This is an optimization exercise on Yosys and OpenROAD, whose aim is small area, not a production implementation.
Only simulation tests tie the RTL to the original design; equivalence was not proved.
The flow treats the clock pin as an ideal source, which a real chip does not have.

## design/flow/config.mk

```make
export PLATFORM = sky130hd
export DESIGN_NAME = cordic_dds
export DESIGN_NICKNAME = cordic_dds
export VERILOG_FILES = /design/flow/design.v
export SDC_FILE = /design/flow/constraint.sdc
export NUM_CORES = 4
export LEC_CHECK = 0
export ABC_AREA = 1
export ABC_CLOCK_PERIOD_IN_PS = 5000
export CAP_MARGIN = 20
export CORE_MARGIN = 2
export CORE_UTILIZATION = 40
export SLEW_MARGIN = 20
```

## design/flow/constraint.sdc

```tcl
create_clock -name core_clock -period 5.0 [get_ports {clk}]
set_input_delay 1.0000 -clock core_clock [delete_from_list [all_inputs] [get_ports {clk}]]
set_output_delay 1.0000 -clock core_clock [all_outputs]
set_load 0.01 [all_outputs]
```

## design/flow/design.v

```verilog
module cordic_dds (clk, phase_i, sin_o, cos_o, err_o);
   input         clk;
   input  [15:0] phase_i;
   output [16:0] sin_o, cos_o, err_o;
   reg [1:0] q [0:14];
   always @(posedge clk) q[0] <= phase_i[15:14];
   genvar g;
   generate for (g = 1; g < 15; g = g + 1) begin : qp
      always @(posedge clk) q[g] <= q[g-1];
   end endgenerate
   reg [13:0] z0;
   always @(posedge clk) z0 <= phase_i[13:0];
   reg [14:0] z1;
   reg [13:0] z2;
   reg [12:0] z3;
   reg [11:0] z4;
   reg [10:0] z5;
   reg [9:0] z6;
   reg [8:0] z7;
   reg [7:0] z8;
   reg [6:0] z9;
   reg [5:0] z10;
   reg [4:0] z11;
   reg [3:0] z12;
   reg [3:0] z13;
   reg [2:0] z14;
   always @(posedge clk) z1 <= {1'b0, z0} - 15'd8189;
   always @(posedge clk) z2 <= z1[14] ? z1[13:0] + 14'd4834 : z1[13:0] - 14'd4834;
   always @(posedge clk) z3 <= z2[13] ? z2[12:0] + 13'd2554 : z2[12:0] - 13'd2554;
   always @(posedge clk) z4 <= z3[12] ? z3[11:0] + 12'd1296 : z3[11:0] - 12'd1296;
   always @(posedge clk) z5 <= z4[11] ? z4[10:0] + 11'd650 : z4[10:0] - 11'd650;
   always @(posedge clk) z6 <= z5[10] ? z5[9:0] + 10'd325 : z5[9:0] - 10'd325;
   always @(posedge clk) z7 <= z6[9] ? z6[8:0] + 9'd162 : z6[8:0] - 9'd162;
   always @(posedge clk) z8 <= z7[8] ? z7[7:0] + 8'd81 : z7[7:0] - 8'd81;
   always @(posedge clk) z9 <= z8[7] ? z8[6:0] + 7'd40 : z8[6:0] - 7'd40;
   always @(posedge clk) z10 <= z9[6] ? z9[5:0] + 6'd20 : z9[5:0] - 6'd20;
   always @(posedge clk) z11 <= z10[5] ? z10[4:0] + 5'd10 : z10[4:0] - 5'd10;
   always @(posedge clk) z12 <= z11[4] ? z11[3:0] + 4'd5 : z11[3:0] - 4'd5;
   always @(posedge clk) z13 <= z12[3] ? z12[3:0] + 4'd2 : z12[3:0] - 4'd2;
   always @(posedge clk) z14 <= z13[3] ? z13[2:0] + 3'd1 : z13[2:0] - 3'd1;
   assign err_o = {{14{z14[2]}}, z14};
   reg d1_2; always @(posedge clk) d1_2 <= (z1[14] ^ q[1][0]);
   reg d1_3; always @(posedge clk) d1_3 <= d1_2;
   reg d1_4; always @(posedge clk) d1_4 <= d1_3;
   reg d1_5; always @(posedge clk) d1_5 <= d1_4;
   reg d1_6; always @(posedge clk) d1_6 <= d1_5;
   reg d1_7; always @(posedge clk) d1_7 <= d1_6;
   reg d1_8; always @(posedge clk) d1_8 <= d1_7;
   reg d1_9; always @(posedge clk) d1_9 <= d1_8;
   reg d2_3; always @(posedge clk) d2_3 <= (z2[13] ^ q[2][0]);
   reg d2_4; always @(posedge clk) d2_4 <= d2_3;
   reg d2_5; always @(posedge clk) d2_5 <= d2_4;
   reg d2_6; always @(posedge clk) d2_6 <= d2_5;
   reg d2_7; always @(posedge clk) d2_7 <= d2_6;
   reg d2_8; always @(posedge clk) d2_8 <= d2_7;
   reg d2_9; always @(posedge clk) d2_9 <= d2_8;
   reg d3_4; always @(posedge clk) d3_4 <= (z3[12] ^ q[3][0]);
   reg d3_5; always @(posedge clk) d3_5 <= d3_4;
   reg d3_6; always @(posedge clk) d3_6 <= d3_5;
   reg d3_7; always @(posedge clk) d3_7 <= d3_6;
   reg d3_8; always @(posedge clk) d3_8 <= d3_7;
   reg d3_9; always @(posedge clk) d3_9 <= d3_8;
   reg d4_5; always @(posedge clk) d4_5 <= (z4[11] ^ q[4][0]);
   reg d4_6; always @(posedge clk) d4_6 <= d4_5;
   reg d4_7; always @(posedge clk) d4_7 <= d4_6;
   reg d4_8; always @(posedge clk) d4_8 <= d4_7;
   reg d4_9; always @(posedge clk) d4_9 <= d4_8;
   reg d5_6; always @(posedge clk) d5_6 <= (z5[10] ^ q[5][0]);
   reg d5_7; always @(posedge clk) d5_7 <= d5_6;
   reg d5_8; always @(posedge clk) d5_8 <= d5_7;
   reg d5_9; always @(posedge clk) d5_9 <= d5_8;
   reg d6_7; always @(posedge clk) d6_7 <= (z6[9] ^ q[6][0]);
   reg d6_8; always @(posedge clk) d6_8 <= d6_7;
   reg d6_9; always @(posedge clk) d6_9 <= d6_8;
   reg d7_8; always @(posedge clk) d7_8 <= (z7[8] ^ q[7][0]);
   reg d7_9; always @(posedge clk) d7_9 <= d7_8;
   reg d8_9; always @(posedge clk) d8_9 <= (z8[7] ^ q[8][0]);
   reg d9_10; always @(posedge clk) d9_10 <= (z9[6] ^ q[9][0]);
   reg d10_11; always @(posedge clk) d10_11 <= (z10[5] ^ q[10][0]);
   reg d11_12; always @(posedge clk) d11_12 <= (z11[4] ^ q[11][0]);
   reg d12_13; always @(posedge clk) d12_13 <= (z12[3] ^ q[12][0]);
   reg d13_14; always @(posedge clk) d13_14 <= (z13[3] ^ q[13][0]);
   wire [7:0] tsel = {d8_9, d7_9, d6_9, d5_9, d4_9, d3_9, d2_9, d1_9};
   wire hf = tsel[0];
   wire [6:0] hsel = tsel[7:1] ^ {7{hf}};
   wire [15:0] hx, hy;
   wire [127:0] hx_t0 = 128'b00111100101011100011010100111000110101000101001111011111110100100011110010101110001101010011100011010100010100111101111111010010;
   assign hx[0] = hx_t0[hsel];
   wire [127:0] hx_t1 = 128'b11010000000101001010011101010011101001110001001000010111000000011000110101010111001111000100011100010010101011000110011011111111;
   assign hx[1] = hx_t1[hsel];
   wire [127:0] hx_t2 = 128'b00000101111110011111010110111101111111111111100000110100001010010001000101111101000110001000010010111110110000110010101111101010;
   assign hx[2] = hx_t2[hsel];
   wire [127:0] hx_t3 = 128'b00100011010010000010000111100101110001011100110111001110110110000000110110001000000001101011010011101010100111010001101001110011;
   assign hx[3] = hx_t3[hsel];
   wire [127:0] hx_t4 = 128'b00101110111011011100101011001101110001001010110100101011100000001100011010100111001000011000011000001011111001111110010110101000;
   assign hx[4] = hx_t4[hsel];
   wire [127:0] hx_t5 = 128'b10011001101101010111011111110101101110011111111110111101101110101001101111010101100101011001010001010101110111111001111110110010;
   assign hx[5] = hx_t5[hsel];
   wire [127:0] hx_t6 = 128'b10110011011110010011000101110011100100010101000101011011000111100001101111010001110110111001101010111001111110011111001110010110;
   assign hx[6] = hx_t6[hsel];
   wire [127:0] hx_t7 = 128'b11000000010010000110001001101000011010101110000011000010100010010110000001100000010000100000100111101010111000001100101010000001;
   assign hx[7] = hx_t7[hsel];
   wire [127:0] hx_t8 = 128'b00011101101101110001010100111111100111011011111100110101010111110110001001000000110010101010000001100010010000001100101010101000;
   assign hx[8] = hx_t8[hsel];
   wire [127:0] hx_t9 = 128'b00000010100010101000101000001010111111010111010101110101110101010110000011001010010000001000101010011111001101011011111101110101;
   assign hx[9] = hx_t9[hsel];
   wire [127:0] hx_t10 = 128'b10100010101000100101110111011101010111111101011100101000000010001100001011100010000111010101110101011101110101111010001000101000;
   assign hx[10] = hx_t10[hsel];
   wire [127:0] hx_t11 = 128'b11010101001010101000100001110111100010000111111110101000011101111001010101101010100010000111011110001000011111110010101001010111;
   assign hx[11] = hx_t11[hsel];
   wire [127:0] hx_t12 = 128'b10001111101001011000011111110000100001111111000010100111111100001000111111100101100001111111000010000111111100001010010111110000;
   assign hx[12] = hx_t12[hsel];
   wire [127:0] hx_t13 = 128'b01000011011000110100001100110011010000110011001101100011001100110100001100100011010000110011001101000011001100110110001100110011;
   assign hx[13] = hx_t13[hsel];
   wire [127:0] hx_t14 = 128'b10101001100010011010100110011001101010011001100110001001100110011010100110001001101010011001100110101001100110011000100110011001;
   assign hx[14] = hx_t14[hsel];
   wire [127:0] hx_t15 = 128'b00000001000000010000000100010001000000010001000100000001000100010000000100000001000000010001000100000001000100010000000100010001;
   assign hx[15] = hx_t15[hsel];
   wire [127:0] hy_t0 = 128'b11001110100001001100111001100100011001000000010001000110111001001100111010000100110011100110010001100100000001000100011011100100;
   assign hy[0] = hy_t0[hsel];
   wire [127:0] hy_t1 = 128'b11111001111011100110101001111110101100010000111010101000011101111101101111001110111000101101011100111001101011101010100001011110;
   assign hy[1] = hy_t1[hsel];
   wire [127:0] hy_t2 = 128'b00000111011001111111111000000111001011011100011101110110101011110000011111001101111101001010010101010000101100100000001101111011;
   assign hy[2] = hy_t2[hsel];
   wire [127:0] hy_t3 = 128'b01110000000000111110110001011100010100101010100101100110110101101101001010000011101110110000101110100000001110110011101001011011;
   assign hy[3] = hy_t3[hsel];
   wire [127:0] hy_t4 = 128'b10101001110011000100010100011010000010110110110010010000010011110101110011000100100000010011000111011100110101100101110010111100;
   assign hy[4] = hy_t4[hsel];
   wire [127:0] hy_t5 = 128'b01111010110000011001110011110011000011110110100101011001100111000101010001001110010101110101110110000011111101000101111000101011;
   assign hy[5] = hy_t5[hsel];
   wire [127:0] hy_t6 = 128'b01001011001011001011100010010110001101000000101110110011000101011010001111101110011101110101011101111000010100010111000111110010;
   assign hy[6] = hy_t6[hsel];
   wire [127:0] hy_t7 = 128'b00011111110011001101001101010001100101110000101100011100100100001111110101100100111100100111101000111001101110010011011000011100;
   assign hy[7] = hy_t7[hsel];
   wire [127:0] hy_t8 = 128'b01010111110010110001101100010100101101011010011001110001111111100101110101000011100100111001010000110011101111001111100101111110;
   assign hy[8] = hy_t8[hsel];
   wire [127:0] hy_t9 = 128'b00011011010011111111010100111101010100011000011101111111001111010001100111000111111111010011110111010101100101010111111110111101;
   assign hy[9] = hy_t9[hsel];
   wire [127:0] hy_t10 = 128'b00110101100011110011111101010101001111111100011110111111010101010011011110000111001111110101010100111111110101011011111101010101;
   assign hy[10] = hy_t10[hsel];
   wire [127:0] hy_t11 = 128'b11110101110001011111010101011111111101011100110111110101010111111111010111001101111101010101111111110101110111111111010101011111;
   assign hy[11] = hy_t11[hsel];
   wire [127:0] hy_t12 = 128'b11010111111001111101011101110111110101111110011111010111011101111101011111100111110101110111011111010111111101111101011101110111;
   assign hy[12] = hy_t12[hsel];
   wire [127:0] hy_t13 = 128'b01111111011011110111111111111111011111110110111101111111111111110111111101101111011111111111111101111111011111110111111111111111;
   assign hy[13] = hy_t13[hsel];
   wire [127:0] hy_t14 = 128'b11111111111011111111111111111111111111111110111111111111111111111111111111101111111111111111111111111111111111111111111111111111;
   assign hy[14] = hy_t14[hsel];
   wire [127:0] hy_t15 = 128'b00000000000100000000000000000000000000000001000000000000000000000000000000010000000000000000000000000000000000000000000000000000;
   assign hy[15] = hy_t15[hsel];
   wire [15:0] tx = hf ? hy : hx;
   wire [15:0] ty = hf ? hx : hy;
   reg [15:0] xr10, yr10;
   always @(posedge clk) begin xr10 <= tx; yr10 <= ty; end
   wire [16:0] wy9 = {1'b0, yr10};
   wire [16:0] wx9 = {1'b0, xr10};
   wire [15:0] sy9 = {{8{wy9[16]}}, wy9[16:9]};   
   wire [15:0] sx9 = {{8{wx9[16]}}, wx9[16:9]};   
   wire dd9 = d9_10;
   wire nd9 = ~dd9;
   wire [15:0] nx10;
   wire [15:0] u1_b = sy9 ^ {16{nd9}};
   wire [15:0] u1_p = xr10 ^ u1_b, u1_g = xr10 & u1_b;
   wire u1_G0 = u1_g[1] | (u1_p[1] & (u1_g[0] | (u1_p[0] & nd9)));
   wire u1_G1 = u1_g[3] | (u1_p[3] & u1_g[2]);
   wire u1_P1 = u1_p[3] & u1_p[2];
   wire u1_G2 = u1_g[5] | (u1_p[5] & u1_g[4]);
   wire u1_P2 = u1_p[5] & u1_p[4];
   wire u1_G3 = u1_g[7] | (u1_p[7] & u1_g[6]);
   wire u1_P3 = u1_p[7] & u1_p[6];
   wire u1_G4 = u1_g[9] | (u1_p[9] & u1_g[8]);
   wire u1_P4 = u1_p[9] & u1_p[8];
   wire u1_G5 = u1_g[11] | (u1_p[11] & u1_g[10]);
   wire u1_P5 = u1_p[11] & u1_p[10];
   wire u1_G6 = u1_g[13] | (u1_p[13] & u1_g[12]);
   wire u1_P6 = u1_p[13] & u1_p[12];
   wire u1_G7 = u1_g[15] | (u1_p[15] & u1_g[14]);
   wire u1_P7 = u1_p[15] & u1_p[14];
   wire u1_0_G = u1_G1 | (u1_P1 & u1_G0);
   wire u1_1_G = u1_G3 | (u1_P3 & u1_G2);
   wire u1_1_P = u1_P3 & u1_P2;
   wire u1_2_G = u1_G5 | (u1_P5 & u1_G4);
   wire u1_2_P = u1_P5 & u1_P4;
   wire u1_3_G = u1_G7 | (u1_P7 & u1_G6);
   wire u1_3_P = u1_P7 & u1_P6;
   wire u1_4_G = u1_1_G | (u1_1_P & u1_0_G);
   wire u1_5_G = u1_3_G | (u1_3_P & u1_2_G);
   wire u1_5_P = u1_3_P & u1_2_P;
   wire u1_6_G = u1_5_G | (u1_5_P & u1_4_G);
   wire u1_7_G = u1_2_G | (u1_2_P & u1_4_G);
   wire u1_8_G = u1_G2 | (u1_P2 & u1_0_G);
   wire u1_9_G = u1_G4 | (u1_P4 & u1_4_G);
   wire u1_10_G = u1_G6 | (u1_P6 & u1_7_G);
   assign nx10 = u1_p ^ {(u1_g[14] | (u1_p[14] & u1_10_G)), u1_10_G, (u1_g[12] | (u1_p[12] & u1_7_G)), u1_7_G, (u1_g[10] | (u1_p[10] & u1_9_G)), u1_9_G, (u1_g[8] | (u1_p[8] & u1_4_G)), u1_4_G, (u1_g[6] | (u1_p[6] & u1_8_G)), u1_8_G, (u1_g[4] | (u1_p[4] & u1_0_G)), u1_0_G, (u1_g[2] | (u1_p[2] & u1_G0)), u1_G0, (u1_g[0] | (u1_p[0] & nd9)), nd9};
   wire [15:0] ny10;
   wire [15:0] u2_b = sx9 ^ {16{dd9}};
   wire [15:0] u2_p = yr10 ^ u2_b, u2_g = yr10 & u2_b;
   wire u2_G0 = u2_g[1] | (u2_p[1] & (u2_g[0] | (u2_p[0] & dd9)));
   wire u2_G1 = u2_g[3] | (u2_p[3] & u2_g[2]);
   wire u2_P1 = u2_p[3] & u2_p[2];
   wire u2_G2 = u2_g[5] | (u2_p[5] & u2_g[4]);
   wire u2_P2 = u2_p[5] & u2_p[4];
   wire u2_G3 = u2_g[7] | (u2_p[7] & u2_g[6]);
   wire u2_P3 = u2_p[7] & u2_p[6];
   wire u2_G4 = u2_g[9] | (u2_p[9] & u2_g[8]);
   wire u2_P4 = u2_p[9] & u2_p[8];
   wire u2_G5 = u2_g[11] | (u2_p[11] & u2_g[10]);
   wire u2_P5 = u2_p[11] & u2_p[10];
   wire u2_G6 = u2_g[13] | (u2_p[13] & u2_g[12]);
   wire u2_P6 = u2_p[13] & u2_p[12];
   wire u2_G7 = u2_g[15] | (u2_p[15] & u2_g[14]);
   wire u2_P7 = u2_p[15] & u2_p[14];
   wire u2_0_G = u2_G1 | (u2_P1 & u2_G0);
   wire u2_1_G = u2_G3 | (u2_P3 & u2_G2);
   wire u2_1_P = u2_P3 & u2_P2;
   wire u2_2_G = u2_G5 | (u2_P5 & u2_G4);
   wire u2_2_P = u2_P5 & u2_P4;
   wire u2_3_G = u2_G7 | (u2_P7 & u2_G6);
   wire u2_3_P = u2_P7 & u2_P6;
   wire u2_4_G = u2_1_G | (u2_1_P & u2_0_G);
   wire u2_5_G = u2_3_G | (u2_3_P & u2_2_G);
   wire u2_5_P = u2_3_P & u2_2_P;
   wire u2_6_G = u2_5_G | (u2_5_P & u2_4_G);
   wire u2_7_G = u2_2_G | (u2_2_P & u2_4_G);
   wire u2_8_G = u2_G2 | (u2_P2 & u2_0_G);
   wire u2_9_G = u2_G4 | (u2_P4 & u2_4_G);
   wire u2_10_G = u2_G6 | (u2_P6 & u2_7_G);
   assign ny10 = u2_p ^ {(u2_g[14] | (u2_p[14] & u2_10_G)), u2_10_G, (u2_g[12] | (u2_p[12] & u2_7_G)), u2_7_G, (u2_g[10] | (u2_p[10] & u2_9_G)), u2_9_G, (u2_g[8] | (u2_p[8] & u2_4_G)), u2_4_G, (u2_g[6] | (u2_p[6] & u2_8_G)), u2_8_G, (u2_g[4] | (u2_p[4] & u2_0_G)), u2_0_G, (u2_g[2] | (u2_p[2] & u2_G0)), u2_G0, (u2_g[0] | (u2_p[0] & dd9)), dd9};
   reg [15:0] xr11, yr11;
   always @(posedge clk) begin xr11 <= nx10; yr11 <= ny10; end
   wire [16:0] wy10 = {1'b0, yr11};
   wire [16:0] wx10 = {1'b0, xr11};
   wire [15:0] sy10 = {{9{wy10[16]}}, wy10[16:10]};   
   wire [15:0] sx10 = {{9{wx10[16]}}, wx10[16:10]};   
   wire dd10 = d10_11;
   wire nd10 = ~dd10;
   wire [15:0] nx11;
   wire [15:0] u3_b = sy10 ^ {16{nd10}};
   wire [15:0] u3_p = xr11 ^ u3_b, u3_g = xr11 & u3_b;
   wire u3_G0 = u3_g[1] | (u3_p[1] & (u3_g[0] | (u3_p[0] & nd10)));
   wire u3_G1 = u3_g[3] | (u3_p[3] & u3_g[2]);
   wire u3_P1 = u3_p[3] & u3_p[2];
   wire u3_G2 = u3_g[5] | (u3_p[5] & u3_g[4]);
   wire u3_P2 = u3_p[5] & u3_p[4];
   wire u3_G3 = u3_g[7] | (u3_p[7] & u3_g[6]);
   wire u3_P3 = u3_p[7] & u3_p[6];
   wire u3_G4 = u3_g[9] | (u3_p[9] & u3_g[8]);
   wire u3_P4 = u3_p[9] & u3_p[8];
   wire u3_G5 = u3_g[11] | (u3_p[11] & u3_g[10]);
   wire u3_P5 = u3_p[11] & u3_p[10];
   wire u3_G6 = u3_g[13] | (u3_p[13] & u3_g[12]);
   wire u3_P6 = u3_p[13] & u3_p[12];
   wire u3_G7 = u3_g[15] | (u3_p[15] & u3_g[14]);
   wire u3_P7 = u3_p[15] & u3_p[14];
   wire u3_0_G = u3_G1 | (u3_P1 & u3_G0);
   wire u3_1_G = u3_G3 | (u3_P3 & u3_G2);
   wire u3_1_P = u3_P3 & u3_P2;
   wire u3_2_G = u3_G5 | (u3_P5 & u3_G4);
   wire u3_2_P = u3_P5 & u3_P4;
   wire u3_3_G = u3_G7 | (u3_P7 & u3_G6);
   wire u3_3_P = u3_P7 & u3_P6;
   wire u3_4_G = u3_1_G | (u3_1_P & u3_0_G);
   wire u3_5_G = u3_3_G | (u3_3_P & u3_2_G);
   wire u3_5_P = u3_3_P & u3_2_P;
   wire u3_6_G = u3_5_G | (u3_5_P & u3_4_G);
   wire u3_7_G = u3_2_G | (u3_2_P & u3_4_G);
   wire u3_8_G = u3_G2 | (u3_P2 & u3_0_G);
   wire u3_9_G = u3_G4 | (u3_P4 & u3_4_G);
   wire u3_10_G = u3_G6 | (u3_P6 & u3_7_G);
   assign nx11 = u3_p ^ {(u3_g[14] | (u3_p[14] & u3_10_G)), u3_10_G, (u3_g[12] | (u3_p[12] & u3_7_G)), u3_7_G, (u3_g[10] | (u3_p[10] & u3_9_G)), u3_9_G, (u3_g[8] | (u3_p[8] & u3_4_G)), u3_4_G, (u3_g[6] | (u3_p[6] & u3_8_G)), u3_8_G, (u3_g[4] | (u3_p[4] & u3_0_G)), u3_0_G, (u3_g[2] | (u3_p[2] & u3_G0)), u3_G0, (u3_g[0] | (u3_p[0] & nd10)), nd10};
   wire [15:0] ny11;
   wire [15:0] u4_b = sx10 ^ {16{dd10}};
   wire [15:0] u4_p = yr11 ^ u4_b, u4_g = yr11 & u4_b;
   wire u4_G0 = u4_g[1] | (u4_p[1] & (u4_g[0] | (u4_p[0] & dd10)));
   wire u4_G1 = u4_g[3] | (u4_p[3] & u4_g[2]);
   wire u4_P1 = u4_p[3] & u4_p[2];
   wire u4_G2 = u4_g[5] | (u4_p[5] & u4_g[4]);
   wire u4_P2 = u4_p[5] & u4_p[4];
   wire u4_G3 = u4_g[7] | (u4_p[7] & u4_g[6]);
   wire u4_P3 = u4_p[7] & u4_p[6];
   wire u4_G4 = u4_g[9] | (u4_p[9] & u4_g[8]);
   wire u4_P4 = u4_p[9] & u4_p[8];
   wire u4_G5 = u4_g[11] | (u4_p[11] & u4_g[10]);
   wire u4_P5 = u4_p[11] & u4_p[10];
   wire u4_G6 = u4_g[13] | (u4_p[13] & u4_g[12]);
   wire u4_P6 = u4_p[13] & u4_p[12];
   wire u4_G7 = u4_g[15] | (u4_p[15] & u4_g[14]);
   wire u4_P7 = u4_p[15] & u4_p[14];
   wire u4_0_G = u4_G1 | (u4_P1 & u4_G0);
   wire u4_1_G = u4_G3 | (u4_P3 & u4_G2);
   wire u4_1_P = u4_P3 & u4_P2;
   wire u4_2_G = u4_G5 | (u4_P5 & u4_G4);
   wire u4_2_P = u4_P5 & u4_P4;
   wire u4_3_G = u4_G7 | (u4_P7 & u4_G6);
   wire u4_3_P = u4_P7 & u4_P6;
   wire u4_4_G = u4_1_G | (u4_1_P & u4_0_G);
   wire u4_5_G = u4_3_G | (u4_3_P & u4_2_G);
   wire u4_5_P = u4_3_P & u4_2_P;
   wire u4_6_G = u4_5_G | (u4_5_P & u4_4_G);
   wire u4_7_G = u4_2_G | (u4_2_P & u4_4_G);
   wire u4_8_G = u4_G2 | (u4_P2 & u4_0_G);
   wire u4_9_G = u4_G4 | (u4_P4 & u4_4_G);
   wire u4_10_G = u4_G6 | (u4_P6 & u4_7_G);
   assign ny11 = u4_p ^ {(u4_g[14] | (u4_p[14] & u4_10_G)), u4_10_G, (u4_g[12] | (u4_p[12] & u4_7_G)), u4_7_G, (u4_g[10] | (u4_p[10] & u4_9_G)), u4_9_G, (u4_g[8] | (u4_p[8] & u4_4_G)), u4_4_G, (u4_g[6] | (u4_p[6] & u4_8_G)), u4_8_G, (u4_g[4] | (u4_p[4] & u4_0_G)), u4_0_G, (u4_g[2] | (u4_p[2] & u4_G0)), u4_G0, (u4_g[0] | (u4_p[0] & dd10)), dd10};
   reg [15:0] xr12, yr12;
   always @(posedge clk) begin xr12 <= nx11; yr12 <= ny11; end
   wire [16:0] wy11 = {1'b0, yr12};
   wire [16:0] wx11 = {1'b0, xr12};
   wire [15:0] sy11 = {{10{wy11[16]}}, wy11[16:11]};   
   wire [15:0] sx11 = {{10{wx11[16]}}, wx11[16:11]};   
   wire dd11 = d11_12;
   wire nd11 = ~dd11;
   wire [15:0] nx12;
   wire [15:0] u5_b = sy11 ^ {16{nd11}};
   wire [15:0] u5_p = xr12 ^ u5_b, u5_g = xr12 & u5_b;
   wire u5_G0 = u5_g[1] | (u5_p[1] & (u5_g[0] | (u5_p[0] & nd11)));
   wire u5_G1 = u5_g[3] | (u5_p[3] & u5_g[2]);
   wire u5_P1 = u5_p[3] & u5_p[2];
   wire u5_G2 = u5_g[5] | (u5_p[5] & u5_g[4]);
   wire u5_P2 = u5_p[5] & u5_p[4];
   wire u5_G3 = u5_g[7] | (u5_p[7] & u5_g[6]);
   wire u5_P3 = u5_p[7] & u5_p[6];
   wire u5_G4 = u5_g[9] | (u5_p[9] & u5_g[8]);
   wire u5_P4 = u5_p[9] & u5_p[8];
   wire u5_G5 = u5_g[11] | (u5_p[11] & u5_g[10]);
   wire u5_P5 = u5_p[11] & u5_p[10];
   wire u5_G6 = u5_g[13] | (u5_p[13] & u5_g[12]);
   wire u5_P6 = u5_p[13] & u5_p[12];
   wire u5_G7 = u5_g[15] | (u5_p[15] & u5_g[14]);
   wire u5_P7 = u5_p[15] & u5_p[14];
   wire u5_0_G = u5_G1 | (u5_P1 & u5_G0);
   wire u5_1_G = u5_G3 | (u5_P3 & u5_G2);
   wire u5_1_P = u5_P3 & u5_P2;
   wire u5_2_G = u5_G5 | (u5_P5 & u5_G4);
   wire u5_2_P = u5_P5 & u5_P4;
   wire u5_3_G = u5_G7 | (u5_P7 & u5_G6);
   wire u5_3_P = u5_P7 & u5_P6;
   wire u5_4_G = u5_1_G | (u5_1_P & u5_0_G);
   wire u5_5_G = u5_3_G | (u5_3_P & u5_2_G);
   wire u5_5_P = u5_3_P & u5_2_P;
   wire u5_6_G = u5_5_G | (u5_5_P & u5_4_G);
   wire u5_7_G = u5_2_G | (u5_2_P & u5_4_G);
   wire u5_8_G = u5_G2 | (u5_P2 & u5_0_G);
   wire u5_9_G = u5_G4 | (u5_P4 & u5_4_G);
   wire u5_10_G = u5_G6 | (u5_P6 & u5_7_G);
   assign nx12 = u5_p ^ {(u5_g[14] | (u5_p[14] & u5_10_G)), u5_10_G, (u5_g[12] | (u5_p[12] & u5_7_G)), u5_7_G, (u5_g[10] | (u5_p[10] & u5_9_G)), u5_9_G, (u5_g[8] | (u5_p[8] & u5_4_G)), u5_4_G, (u5_g[6] | (u5_p[6] & u5_8_G)), u5_8_G, (u5_g[4] | (u5_p[4] & u5_0_G)), u5_0_G, (u5_g[2] | (u5_p[2] & u5_G0)), u5_G0, (u5_g[0] | (u5_p[0] & nd11)), nd11};
   wire [15:0] ny12;
   wire [15:0] u6_b = sx11 ^ {16{dd11}};
   wire [15:0] u6_p = yr12 ^ u6_b, u6_g = yr12 & u6_b;
   wire u6_G0 = u6_g[1] | (u6_p[1] & (u6_g[0] | (u6_p[0] & dd11)));
   wire u6_G1 = u6_g[3] | (u6_p[3] & u6_g[2]);
   wire u6_P1 = u6_p[3] & u6_p[2];
   wire u6_G2 = u6_g[5] | (u6_p[5] & u6_g[4]);
   wire u6_P2 = u6_p[5] & u6_p[4];
   wire u6_G3 = u6_g[7] | (u6_p[7] & u6_g[6]);
   wire u6_P3 = u6_p[7] & u6_p[6];
   wire u6_G4 = u6_g[9] | (u6_p[9] & u6_g[8]);
   wire u6_P4 = u6_p[9] & u6_p[8];
   wire u6_G5 = u6_g[11] | (u6_p[11] & u6_g[10]);
   wire u6_P5 = u6_p[11] & u6_p[10];
   wire u6_G6 = u6_g[13] | (u6_p[13] & u6_g[12]);
   wire u6_P6 = u6_p[13] & u6_p[12];
   wire u6_G7 = u6_g[15] | (u6_p[15] & u6_g[14]);
   wire u6_P7 = u6_p[15] & u6_p[14];
   wire u6_0_G = u6_G1 | (u6_P1 & u6_G0);
   wire u6_1_G = u6_G3 | (u6_P3 & u6_G2);
   wire u6_1_P = u6_P3 & u6_P2;
   wire u6_2_G = u6_G5 | (u6_P5 & u6_G4);
   wire u6_2_P = u6_P5 & u6_P4;
   wire u6_3_G = u6_G7 | (u6_P7 & u6_G6);
   wire u6_3_P = u6_P7 & u6_P6;
   wire u6_4_G = u6_1_G | (u6_1_P & u6_0_G);
   wire u6_5_G = u6_3_G | (u6_3_P & u6_2_G);
   wire u6_5_P = u6_3_P & u6_2_P;
   wire u6_6_G = u6_5_G | (u6_5_P & u6_4_G);
   wire u6_7_G = u6_2_G | (u6_2_P & u6_4_G);
   wire u6_8_G = u6_G2 | (u6_P2 & u6_0_G);
   wire u6_9_G = u6_G4 | (u6_P4 & u6_4_G);
   wire u6_10_G = u6_G6 | (u6_P6 & u6_7_G);
   assign ny12 = u6_p ^ {(u6_g[14] | (u6_p[14] & u6_10_G)), u6_10_G, (u6_g[12] | (u6_p[12] & u6_7_G)), u6_7_G, (u6_g[10] | (u6_p[10] & u6_9_G)), u6_9_G, (u6_g[8] | (u6_p[8] & u6_4_G)), u6_4_G, (u6_g[6] | (u6_p[6] & u6_8_G)), u6_8_G, (u6_g[4] | (u6_p[4] & u6_0_G)), u6_0_G, (u6_g[2] | (u6_p[2] & u6_G0)), u6_G0, (u6_g[0] | (u6_p[0] & dd11)), dd11};
   reg [15:0] xr13, yr13;
   always @(posedge clk) begin xr13 <= nx12; yr13 <= ny12; end
   wire [16:0] wy12 = {(yr13[15] & yr13[14]), yr13};
   wire [16:0] wx12 = {(xr13[15] & xr13[14]), xr13};
   wire [15:0] sy12 = {{11{wy12[16]}}, wy12[16:12]};   
   wire [15:0] sx12 = {{11{wx12[16]}}, wx12[16:12]};   
   wire dd12 = d12_13;
   wire nd12 = ~dd12;
   wire [15:0] nx13;
   wire [15:0] u7_b = sy12 ^ {16{nd12}};
   wire [15:0] u7_p = xr13 ^ u7_b, u7_g = xr13 & u7_b;
   wire u7_G0 = u7_g[1] | (u7_p[1] & (u7_g[0] | (u7_p[0] & nd12)));
   wire u7_G1 = u7_g[3] | (u7_p[3] & u7_g[2]);
   wire u7_P1 = u7_p[3] & u7_p[2];
   wire u7_G2 = u7_g[5] | (u7_p[5] & u7_g[4]);
   wire u7_P2 = u7_p[5] & u7_p[4];
   wire u7_G3 = u7_g[7] | (u7_p[7] & u7_g[6]);
   wire u7_P3 = u7_p[7] & u7_p[6];
   wire u7_G4 = u7_g[9] | (u7_p[9] & u7_g[8]);
   wire u7_P4 = u7_p[9] & u7_p[8];
   wire u7_G5 = u7_g[11] | (u7_p[11] & u7_g[10]);
   wire u7_P5 = u7_p[11] & u7_p[10];
   wire u7_G6 = u7_g[13] | (u7_p[13] & u7_g[12]);
   wire u7_P6 = u7_p[13] & u7_p[12];
   wire u7_G7 = u7_g[15] | (u7_p[15] & u7_g[14]);
   wire u7_P7 = u7_p[15] & u7_p[14];
   wire u7_0_G = u7_G1 | (u7_P1 & u7_G0);
   wire u7_1_G = u7_G3 | (u7_P3 & u7_G2);
   wire u7_1_P = u7_P3 & u7_P2;
   wire u7_2_G = u7_G5 | (u7_P5 & u7_G4);
   wire u7_2_P = u7_P5 & u7_P4;
   wire u7_3_G = u7_G7 | (u7_P7 & u7_G6);
   wire u7_3_P = u7_P7 & u7_P6;
   wire u7_4_G = u7_1_G | (u7_1_P & u7_0_G);
   wire u7_5_G = u7_3_G | (u7_3_P & u7_2_G);
   wire u7_5_P = u7_3_P & u7_2_P;
   wire u7_6_G = u7_5_G | (u7_5_P & u7_4_G);
   wire u7_7_G = u7_2_G | (u7_2_P & u7_4_G);
   wire u7_8_G = u7_G2 | (u7_P2 & u7_0_G);
   wire u7_9_G = u7_G4 | (u7_P4 & u7_4_G);
   wire u7_10_G = u7_G6 | (u7_P6 & u7_7_G);
   assign nx13 = u7_p ^ {(u7_g[14] | (u7_p[14] & u7_10_G)), u7_10_G, (u7_g[12] | (u7_p[12] & u7_7_G)), u7_7_G, (u7_g[10] | (u7_p[10] & u7_9_G)), u7_9_G, (u7_g[8] | (u7_p[8] & u7_4_G)), u7_4_G, (u7_g[6] | (u7_p[6] & u7_8_G)), u7_8_G, (u7_g[4] | (u7_p[4] & u7_0_G)), u7_0_G, (u7_g[2] | (u7_p[2] & u7_G0)), u7_G0, (u7_g[0] | (u7_p[0] & nd12)), nd12};
   wire [15:0] ny13;
   wire [15:0] u8_b = sx12 ^ {16{dd12}};
   wire [15:0] u8_p = yr13 ^ u8_b, u8_g = yr13 & u8_b;
   wire u8_G0 = u8_g[1] | (u8_p[1] & (u8_g[0] | (u8_p[0] & dd12)));
   wire u8_G1 = u8_g[3] | (u8_p[3] & u8_g[2]);
   wire u8_P1 = u8_p[3] & u8_p[2];
   wire u8_G2 = u8_g[5] | (u8_p[5] & u8_g[4]);
   wire u8_P2 = u8_p[5] & u8_p[4];
   wire u8_G3 = u8_g[7] | (u8_p[7] & u8_g[6]);
   wire u8_P3 = u8_p[7] & u8_p[6];
   wire u8_G4 = u8_g[9] | (u8_p[9] & u8_g[8]);
   wire u8_P4 = u8_p[9] & u8_p[8];
   wire u8_G5 = u8_g[11] | (u8_p[11] & u8_g[10]);
   wire u8_P5 = u8_p[11] & u8_p[10];
   wire u8_G6 = u8_g[13] | (u8_p[13] & u8_g[12]);
   wire u8_P6 = u8_p[13] & u8_p[12];
   wire u8_G7 = u8_g[15] | (u8_p[15] & u8_g[14]);
   wire u8_P7 = u8_p[15] & u8_p[14];
   wire u8_0_G = u8_G1 | (u8_P1 & u8_G0);
   wire u8_1_G = u8_G3 | (u8_P3 & u8_G2);
   wire u8_1_P = u8_P3 & u8_P2;
   wire u8_2_G = u8_G5 | (u8_P5 & u8_G4);
   wire u8_2_P = u8_P5 & u8_P4;
   wire u8_3_G = u8_G7 | (u8_P7 & u8_G6);
   wire u8_3_P = u8_P7 & u8_P6;
   wire u8_4_G = u8_1_G | (u8_1_P & u8_0_G);
   wire u8_5_G = u8_3_G | (u8_3_P & u8_2_G);
   wire u8_5_P = u8_3_P & u8_2_P;
   wire u8_6_G = u8_5_G | (u8_5_P & u8_4_G);
   wire u8_7_G = u8_2_G | (u8_2_P & u8_4_G);
   wire u8_8_G = u8_G2 | (u8_P2 & u8_0_G);
   wire u8_9_G = u8_G4 | (u8_P4 & u8_4_G);
   wire u8_10_G = u8_G6 | (u8_P6 & u8_7_G);
   assign ny13 = u8_p ^ {(u8_g[14] | (u8_p[14] & u8_10_G)), u8_10_G, (u8_g[12] | (u8_p[12] & u8_7_G)), u8_7_G, (u8_g[10] | (u8_p[10] & u8_9_G)), u8_9_G, (u8_g[8] | (u8_p[8] & u8_4_G)), u8_4_G, (u8_g[6] | (u8_p[6] & u8_8_G)), u8_8_G, (u8_g[4] | (u8_p[4] & u8_0_G)), u8_0_G, (u8_g[2] | (u8_p[2] & u8_G0)), u8_G0, (u8_g[0] | (u8_p[0] & dd12)), dd12};
   reg [15:0] xr14, yr14;
   always @(posedge clk) begin xr14 <= nx13; yr14 <= ny13; end
   wire [16:0] X13 = {(xr14[15] & xr14[14]), xr14};
   wire [16:0] Y13 = {(yr14[15] & yr14[14]), yr14};
   wire [3:0] a13 = Y13[16:13];   
   wire [3:0] b13 = X13[16:13];
   wire d13 = d13_14;
   wire cN = q[14][1] ^ q[14][0];
   wire sN = q[14][1];
   wire [4:0] ta = (d13 ? {a13[3], a13} : -{a13[3], a13}) - {4'd0, cN};
   wire [4:0] tb = (d13 ? -{b13[3], b13} : {b13[3], b13}) - {4'd0, sN};
   wire [16:0] tax = {{12{ta[4]}}, ta}, tbx = {{12{tb[4]}}, tb};
   wire [16:0] cs;
   wire [16:0] u9_b = tax ^ {17{1'b0}};
   wire [16:0] u9_p = X13 ^ u9_b, u9_g = X13 & u9_b;
   wire u9_0_G = u9_g[1] | (u9_p[1] & (u9_g[0] | (u9_p[0] & 1'b0)));
   wire u9_1_G = u9_g[3] | (u9_p[3] & u9_g[2]);
   wire u9_1_P = u9_p[3] & u9_p[2];
   wire u9_2_G = u9_g[5] | (u9_p[5] & u9_g[4]);
   wire u9_2_P = u9_p[5] & u9_p[4];
   wire u9_3_G = u9_g[7] | (u9_p[7] & u9_g[6]);
   wire u9_3_P = u9_p[7] & u9_p[6];
   wire u9_4_G = u9_g[9] | (u9_p[9] & u9_g[8]);
   wire u9_4_P = u9_p[9] & u9_p[8];
   wire u9_5_G = u9_g[11] | (u9_p[11] & u9_g[10]);
   wire u9_5_P = u9_p[11] & u9_p[10];
   wire u9_6_G = u9_g[13] | (u9_p[13] & u9_g[12]);
   wire u9_6_P = u9_p[13] & u9_p[12];
   wire u9_7_G = u9_g[15] | (u9_p[15] & u9_g[14]);
   wire u9_7_P = u9_p[15] & u9_p[14];
   wire u9_8_G = u9_1_G | (u9_1_P & u9_0_G);
   wire u9_9_G = u9_3_G | (u9_3_P & u9_2_G);
   wire u9_9_P = u9_3_P & u9_2_P;
   wire u9_10_G = u9_5_G | (u9_5_P & u9_4_G);
   wire u9_10_P = u9_5_P & u9_4_P;
   wire u9_11_G = u9_7_G | (u9_7_P & u9_6_G);
   wire u9_11_P = u9_7_P & u9_6_P;
   wire u9_12_G = u9_9_G | (u9_9_P & u9_8_G);
   wire u9_13_G = u9_11_G | (u9_11_P & u9_10_G);
   wire u9_13_P = u9_11_P & u9_10_P;
   wire u9_14_G = u9_13_G | (u9_13_P & u9_12_G);
   wire u9_15_G = u9_10_G | (u9_10_P & u9_12_G);
   wire u9_16_G = u9_2_G | (u9_2_P & u9_8_G);
   wire u9_17_G = u9_4_G | (u9_4_P & u9_12_G);
   wire u9_18_G = u9_6_G | (u9_6_P & u9_15_G);
   wire u9_19_G = u9_g[2] | (u9_p[2] & u9_0_G);
   wire u9_20_G = u9_g[4] | (u9_p[4] & u9_8_G);
   wire u9_21_G = u9_g[6] | (u9_p[6] & u9_16_G);
   wire u9_22_G = u9_g[8] | (u9_p[8] & u9_12_G);
   wire u9_23_G = u9_g[10] | (u9_p[10] & u9_17_G);
   wire u9_24_G = u9_g[12] | (u9_p[12] & u9_15_G);
   wire u9_25_G = u9_g[14] | (u9_p[14] & u9_18_G);
   wire u9_26_G = u9_g[16] | (u9_p[16] & u9_14_G);
   assign cs = u9_p ^ {u9_14_G, u9_25_G, u9_18_G, u9_24_G, u9_15_G, u9_23_G, u9_17_G, u9_22_G, u9_12_G, u9_21_G, u9_16_G, u9_20_G, u9_8_G, u9_19_G, u9_0_G, (u9_g[0] | (u9_p[0] & 1'b0)), 1'b0};
   wire [16:0] ss;
   wire [16:0] u10_b = tbx ^ {17{1'b0}};
   wire [16:0] u10_p = Y13 ^ u10_b, u10_g = Y13 & u10_b;
   wire u10_0_G = u10_g[1] | (u10_p[1] & (u10_g[0] | (u10_p[0] & 1'b0)));
   wire u10_1_G = u10_g[3] | (u10_p[3] & u10_g[2]);
   wire u10_1_P = u10_p[3] & u10_p[2];
   wire u10_2_G = u10_g[5] | (u10_p[5] & u10_g[4]);
   wire u10_2_P = u10_p[5] & u10_p[4];
   wire u10_3_G = u10_g[7] | (u10_p[7] & u10_g[6]);
   wire u10_3_P = u10_p[7] & u10_p[6];
   wire u10_4_G = u10_g[9] | (u10_p[9] & u10_g[8]);
   wire u10_4_P = u10_p[9] & u10_p[8];
   wire u10_5_G = u10_g[11] | (u10_p[11] & u10_g[10]);
   wire u10_5_P = u10_p[11] & u10_p[10];
   wire u10_6_G = u10_g[13] | (u10_p[13] & u10_g[12]);
   wire u10_6_P = u10_p[13] & u10_p[12];
   wire u10_7_G = u10_g[15] | (u10_p[15] & u10_g[14]);
   wire u10_7_P = u10_p[15] & u10_p[14];
   wire u10_8_G = u10_1_G | (u10_1_P & u10_0_G);
   wire u10_9_G = u10_3_G | (u10_3_P & u10_2_G);
   wire u10_9_P = u10_3_P & u10_2_P;
   wire u10_10_G = u10_5_G | (u10_5_P & u10_4_G);
   wire u10_10_P = u10_5_P & u10_4_P;
   wire u10_11_G = u10_7_G | (u10_7_P & u10_6_G);
   wire u10_11_P = u10_7_P & u10_6_P;
   wire u10_12_G = u10_9_G | (u10_9_P & u10_8_G);
   wire u10_13_G = u10_11_G | (u10_11_P & u10_10_G);
   wire u10_13_P = u10_11_P & u10_10_P;
   wire u10_14_G = u10_13_G | (u10_13_P & u10_12_G);
   wire u10_15_G = u10_10_G | (u10_10_P & u10_12_G);
   wire u10_16_G = u10_2_G | (u10_2_P & u10_8_G);
   wire u10_17_G = u10_4_G | (u10_4_P & u10_12_G);
   wire u10_18_G = u10_6_G | (u10_6_P & u10_15_G);
   wire u10_19_G = u10_g[2] | (u10_p[2] & u10_0_G);
   wire u10_20_G = u10_g[4] | (u10_p[4] & u10_8_G);
   wire u10_21_G = u10_g[6] | (u10_p[6] & u10_16_G);
   wire u10_22_G = u10_g[8] | (u10_p[8] & u10_12_G);
   wire u10_23_G = u10_g[10] | (u10_p[10] & u10_17_G);
   wire u10_24_G = u10_g[12] | (u10_p[12] & u10_15_G);
   wire u10_25_G = u10_g[14] | (u10_p[14] & u10_18_G);
   wire u10_26_G = u10_g[16] | (u10_p[16] & u10_14_G);
   assign ss = u10_p ^ {u10_14_G, u10_25_G, u10_18_G, u10_24_G, u10_15_G, u10_23_G, u10_17_G, u10_22_G, u10_12_G, u10_21_G, u10_16_G, u10_20_G, u10_8_G, u10_19_G, u10_0_G, (u10_g[0] | (u10_p[0] & 1'b0)), 1'b0};
   reg [16:0] cos_r, sin_r;
   always @(posedge clk) begin
      cos_r <= {17{cN}} ^ cs;
      sin_r <= {17{sN}} ^ ss;
   end
   assign cos_o = cos_r;
   assign sin_o = sin_r;
endmodule
```

## design/flow/flow/run.sh

```bash
#!/bin/bash
# Own layout flow: the standard flow (standard synthesis unchanged), with
#  - the port buffers made from sky130_fd_sc_hd__buf_1 cells,
#  - clock tree options passed to clock_tree_synthesis,
#  - power recovery (cell down-sizing on paths with slack) after global routing.
# Each make run writes its full output to a log of its own in the work folder;
# ORFS's per-step logs are under orfs/logs/.
set -euo pipefail
cd "$(dirname "$0")/.."
source flow/knobs.sh
bash standard.sh finish \
  "BUFFER_PORTS_ARGS=$PORT_BUF_ARGS" \
  "CTS_ARGS=$CTS_ARGS" \
  "RECOVER_POWER=$RECOVER" > flow_standard.log 2>&1
```

## design/flow/flow/knobs.sh

```bash
PORT_BUF_ARGS="-buffer_cell sky130_fd_sc_hd__buf_1"
CTS_ARGS="-sink_clustering_enable -repair_clock_nets -dont_use_dummy_load -buf_list sky130_fd_sc_hd__clkbuf_16 -sink_clustering_size 25 -sink_clustering_max_diameter 120"
RECOVER=0
```

## design/flow/standard.sh

```bash
#!/bin/bash
# synth_recipe.tcl (not shown) runs the flow's synth.tcl, then flattens the netlist and writes it again
# the make line also repeats each setting of config.mk as NAME=value (left out here)
make -C /OpenROAD-flow-scripts/flow DESIGN_CONFIG=/design/flow/config.mk WORK_HOME=/design/flow/orfs CLKGATE_MAP_FILE= SYNTH_SCRIPT=/design/flow/synth_recipe.tcl "${@:-finish}"
```

==> impl_results.rst <==
.. list-table::
   :header-rows: 1

   * - Metric
     - Value
   * - Run status
     - timing/DRC/antenna clean
   * - Die Width
     - 243.5 um
   * - Cts bufs inserted
     - 19
   * - Amount of wire on met3 after detailed routing
     - 3589 um
   * - Multiplexer area fraction after synthesis
     - 0%
   * - Average detailed-routed wire length per instance
     - 17.34 um
   * - Setup repair after global routing missed its margin
     - no
   * - Synth Area in XOR/XNOR
     - 9.200%
   * - Post-route DRC
     - 0
   * - Mapped Nets
     - 3,108
   * - Number of antenna violations at the first check in global routing
     - 0
   * - Worst-Margin Slew
     - 1023 ps
   * - Starting Density
     - 40.61%
   * - Reported max-cap violation count
     - 0
   * - Clock Sink Count
     - 400
   * - Setup bufs post-CTS
     - 0
   * - Number of gates given a new drive strength after cts
     - 0
   * - Initial drt markers
     - 1,269
   * - Sequential fraction of the synthesis area
     - 34.90%
   * - Dominant combinational cell family by area after synthesis
     - simple AND/OR/NAND/NOR gates
   * - Global Route Usage Sum
     - 20.79%
   * - Count of warnings emitted by yosys
     - 2
   * - Critical Path Sink Type
     - flip-flop
   * - Number of register bits inferred by synthesis
     - 400
   * - Share of final-layout standard cells stronger than drive strength 1
     - 3.486%
   * - TritonCTS clock tree
     - built
   * - Antenna Violating Nets Remaining
     - 0
   * - Final GP Congestion
     - 0.9798
   * - Avg Synthesized Cell Area
     - 8.244 um2
   * - Top FF cell, synth
     - dfxtp_1
   * - Clock latency (worst-skew pair)
     - 540 ps
   * - Final-report hold violation count
     - 0
   * - Area of the die
     - 59,290 um2
   * - Filler cell count
     - 5,593
   * - Count of antenna diodes in the layout
     - 0
   * - M1 wire length
     - 24,420 um
   * - Compound-gate portion of the synthesized area
     - 7.171%
   * - Setup violators final
     - 0
   * - Post-synthesis async set-or-reset flop share
     - 0%
   * - Highest clock frequency the design can meet
     - 235.8 MHz
   * - Number of I/O pins
     - 68
   * - Rows
     - 87
   * - Headroom to the max-slew limit
     - 31.49%
   * - Core Area
     - 56,500 um2
   * - Input/output buffers
     - 67
   * - Post-CTS Hold Fix Bufs
     - 0
   * - Global route overflow
     - 0
   * - Final TNS setup
     - 0 ps
   * - Routed wl met2
     - 30,270 um
   * - Class of the most critical setup path
     - flip-flop to flip-flop
   * - Mapped Area
     - 22,940 um2
   * - Vias in the first global route
     - 17,950
   * - Slew Viols, Final
     - 0
   * - Reg clk slew, reported paths
     - 90 ps
   * - Post-synthesis cell type count
     - 46
   * - Global-route wire length before repair
     - 97,150 um
   * - Worst endpoint required time
     - 5430 ps
   * - Arrival time of the worst setup path
     - 4670 ps
   * - P&R area growth vs syn
     - 6.184%
   * - Worst Clk Skew
     - 45.92 ps
   * - CP Max Fanout
     - 17
   * - Average vias per placed instance
     - 5.052
   * - HPWL after detailed placement
     - 47,580 um
   * - Largest net degree at the start of global routing
     - 61
   * - Overall die height
     - 243.5 um
   * - Highest metal layer used by the detailed router
     - met4
   * - Adder-cell share of the synthesized area
     - 19.84%
   * - Final wirelength
     - 61,870 um
   * - 1st-pass router iterations
     - 6
   * - Hold/Removal Path Class
     - flip-flop to flip-flop
   * - Layout net count
     - 3,138
   * - Share of synthesized cell area in and, or, nand and nor gates
     - 21.18%
   * - Final period util
     - 84.83%
   * - Count of flip-flops with a built-in enable after synthesis
     - 0
   * - Number of instances in the synthesized netlist
     - 2,783
   * - Overall via count from detail_route
     - 18,020
   * - Startpoint types
     - flip-flop
   * - Fin crit period
     - 4241 ps
==> routing by layer <==
layer,GRT usage [%],vias to the layer above
met5,0,-
met4,10.80,0
met3,2.985,151
met2,37.76,557
met1,23.56,8373
li1,-,8939
==> cell families (layout without fill, tap and decap cells) <==
group | count (synthesis) | after routing
DFF | 400 | 400
and+or+nand+nor | 1125 | 1125
adders and majority gates | 308 | 308
xor gates and xnor gates | 238 | 238
buffers and inverters | 418 | 446
AOI/OAI and AO/OA | 294 | 294
==> flip-flops by register name (all words and copies together), names as in the netlist, 7 cells and up <==
register	flops
yr13	16
cos_r	17
z3	13
yr10	16
z8	8
z1	15
z7	9
z6	10
z0	14
z9	7
xr11	16
q	30
yr14	16
xr12	16
z5	11
xr13	16
sin_r	17
yr12	16
z2	14
yr11	16
xr10	16
z4	12
xr14	16
==> synth_stat cells (all sizes together) (3+ instances only) <==
library cell  count  share of area (%)
fa               93                8.1
nor2            128                2.2
a31oi             8               0.22
a21boi           17               0.56
ha              215                 12
a21o             14               0.46
xnor2           103                4.0
o21bai            6               0.20
nand3           294                6.4
o2111ai           4               0.15
o211ai            8               0.26
a21oi           148                3.2
a211oi            4               0.13
buf              73                2.0
o21ai            76                1.7
xor2            135                5.2
inv             329                5.4
nand4            16               0.44
dfxtp           400                 35
nand3b           12               0.39
o31ai             3              0.098
clkbuf           15               0.25
nor3             15               0.33
nand2           656                 11
==> path summary, 6_finish.rpt <==
| check | depth (start not counted) | to | slack [ps] | start |
|---|---|---|---|---|
| max reg2reg | 17 | cos_r[14] | 760 | q[14][1] |
| max | 17 | cos_r[14] | 760 | q[14][1] |
| min reg2reg | 0 | z9[2] | 300 | z8[2] |
| min | 0 | z9[2] | 300 | z8[2] |
==> cell type report <==
cell class / count / area, um2 / area share, %
multi-input cells: 1965 / 13190 / 54.13
flip-flops and latches: 400 / 8009 / 32.87
inverters: 330 / 1244 / 5.105
well taps: 756 / 945.9 / 3.883
repair buffers: 97 / 501.7 / 2.059
clock buffers: 19 / 475.5 / 1.952
==> critical path, cell delays in order, from the launching register on <==
cell and delay, ps:
dfxtp_1 340, buf_4 260, nand2_1 70, nand2_1 90
inv_1 50, ha_1 190, ha_1 210, a21oi_1 490
inv_1 490, ha_1 490, a21o_1 200, nand2_1 60
nand3_1 140, nand3_1 130, o21bai_1 80, a21boi_0 220
fa_1 470, xor2_1 170
==> stage by stage <==
step,hold slack [ps],instance area (um2),util (%),worst slack (ps),instances
4_1_cts,289.3,24360,43.12,713.5,3567
3_3_place_gp,309.7,23890,42.28,779.9,3548
5_1_grt,319.0,24360,43.12,228.6,3567
6_report,301.9,24360,43.12,758.6,3567
2_1_floorplan,309.6,22940,-,687.2,2783
3_5_place_dp,312.1,23890,42.28,742.7,3548
==> cells in the final DEF (no fill, tap or decap), types with 3 or more instances in the layout <==
cell type  instances
nand3_1          294
nor3_1            15
nand2_2           21
o2111ai_1          4
a21boi_0          17
o21bai_1           6
xnor2_1          101
fa_1              93
o21ai_1           11
nand4_1           16
dfxtp_1          399
a211oi_1           4
nand2_1          624
ha_1             215
inv_2              5
o31ai_1            3
a21o_1            14
inv_1            323
nor2_1           124
buf_1             67
a21oi_1          148
xor2_1           134
a31oi_1            8
clkbuf_16         19
o211ai_1           8
nand3b_1          12
buf_4             28
nand2_4           11
o21ai_0           65

==> port drivers added, routing unchanged <==
Ports are ideal in the flow. The routed layout listed here was re-timed in OpenROAD.
Step 1 sets driving cells, clkbuf_16 on the clock port and buf_2 on the other inputs (assumed; they add their load-dependent delay and slew).
Step 2 moves the port delays by t, midway between the first and last clock arrival at a register: inputs arrive t later, outputs are due t later. That takes back most of the time a late clock gives input paths.
a / b / c = ideal ports / drivers / drivers and shift; a / b = the first two.
shift t [ns]: 0.577
setup slack, ns: 0.759 / 0.759 / 0.759
hold slack, ns: 0.302 / 0.302 / 0.302
clock arrival spread, ns: 0.048 / 0.048
worst register clock-pin slew, ns: 0.10 / 0.10
After both steps this run still meets setup and hold. The setup slack of this run moves by 0.000 ns with the drivers and by 0.000 ns with both steps.
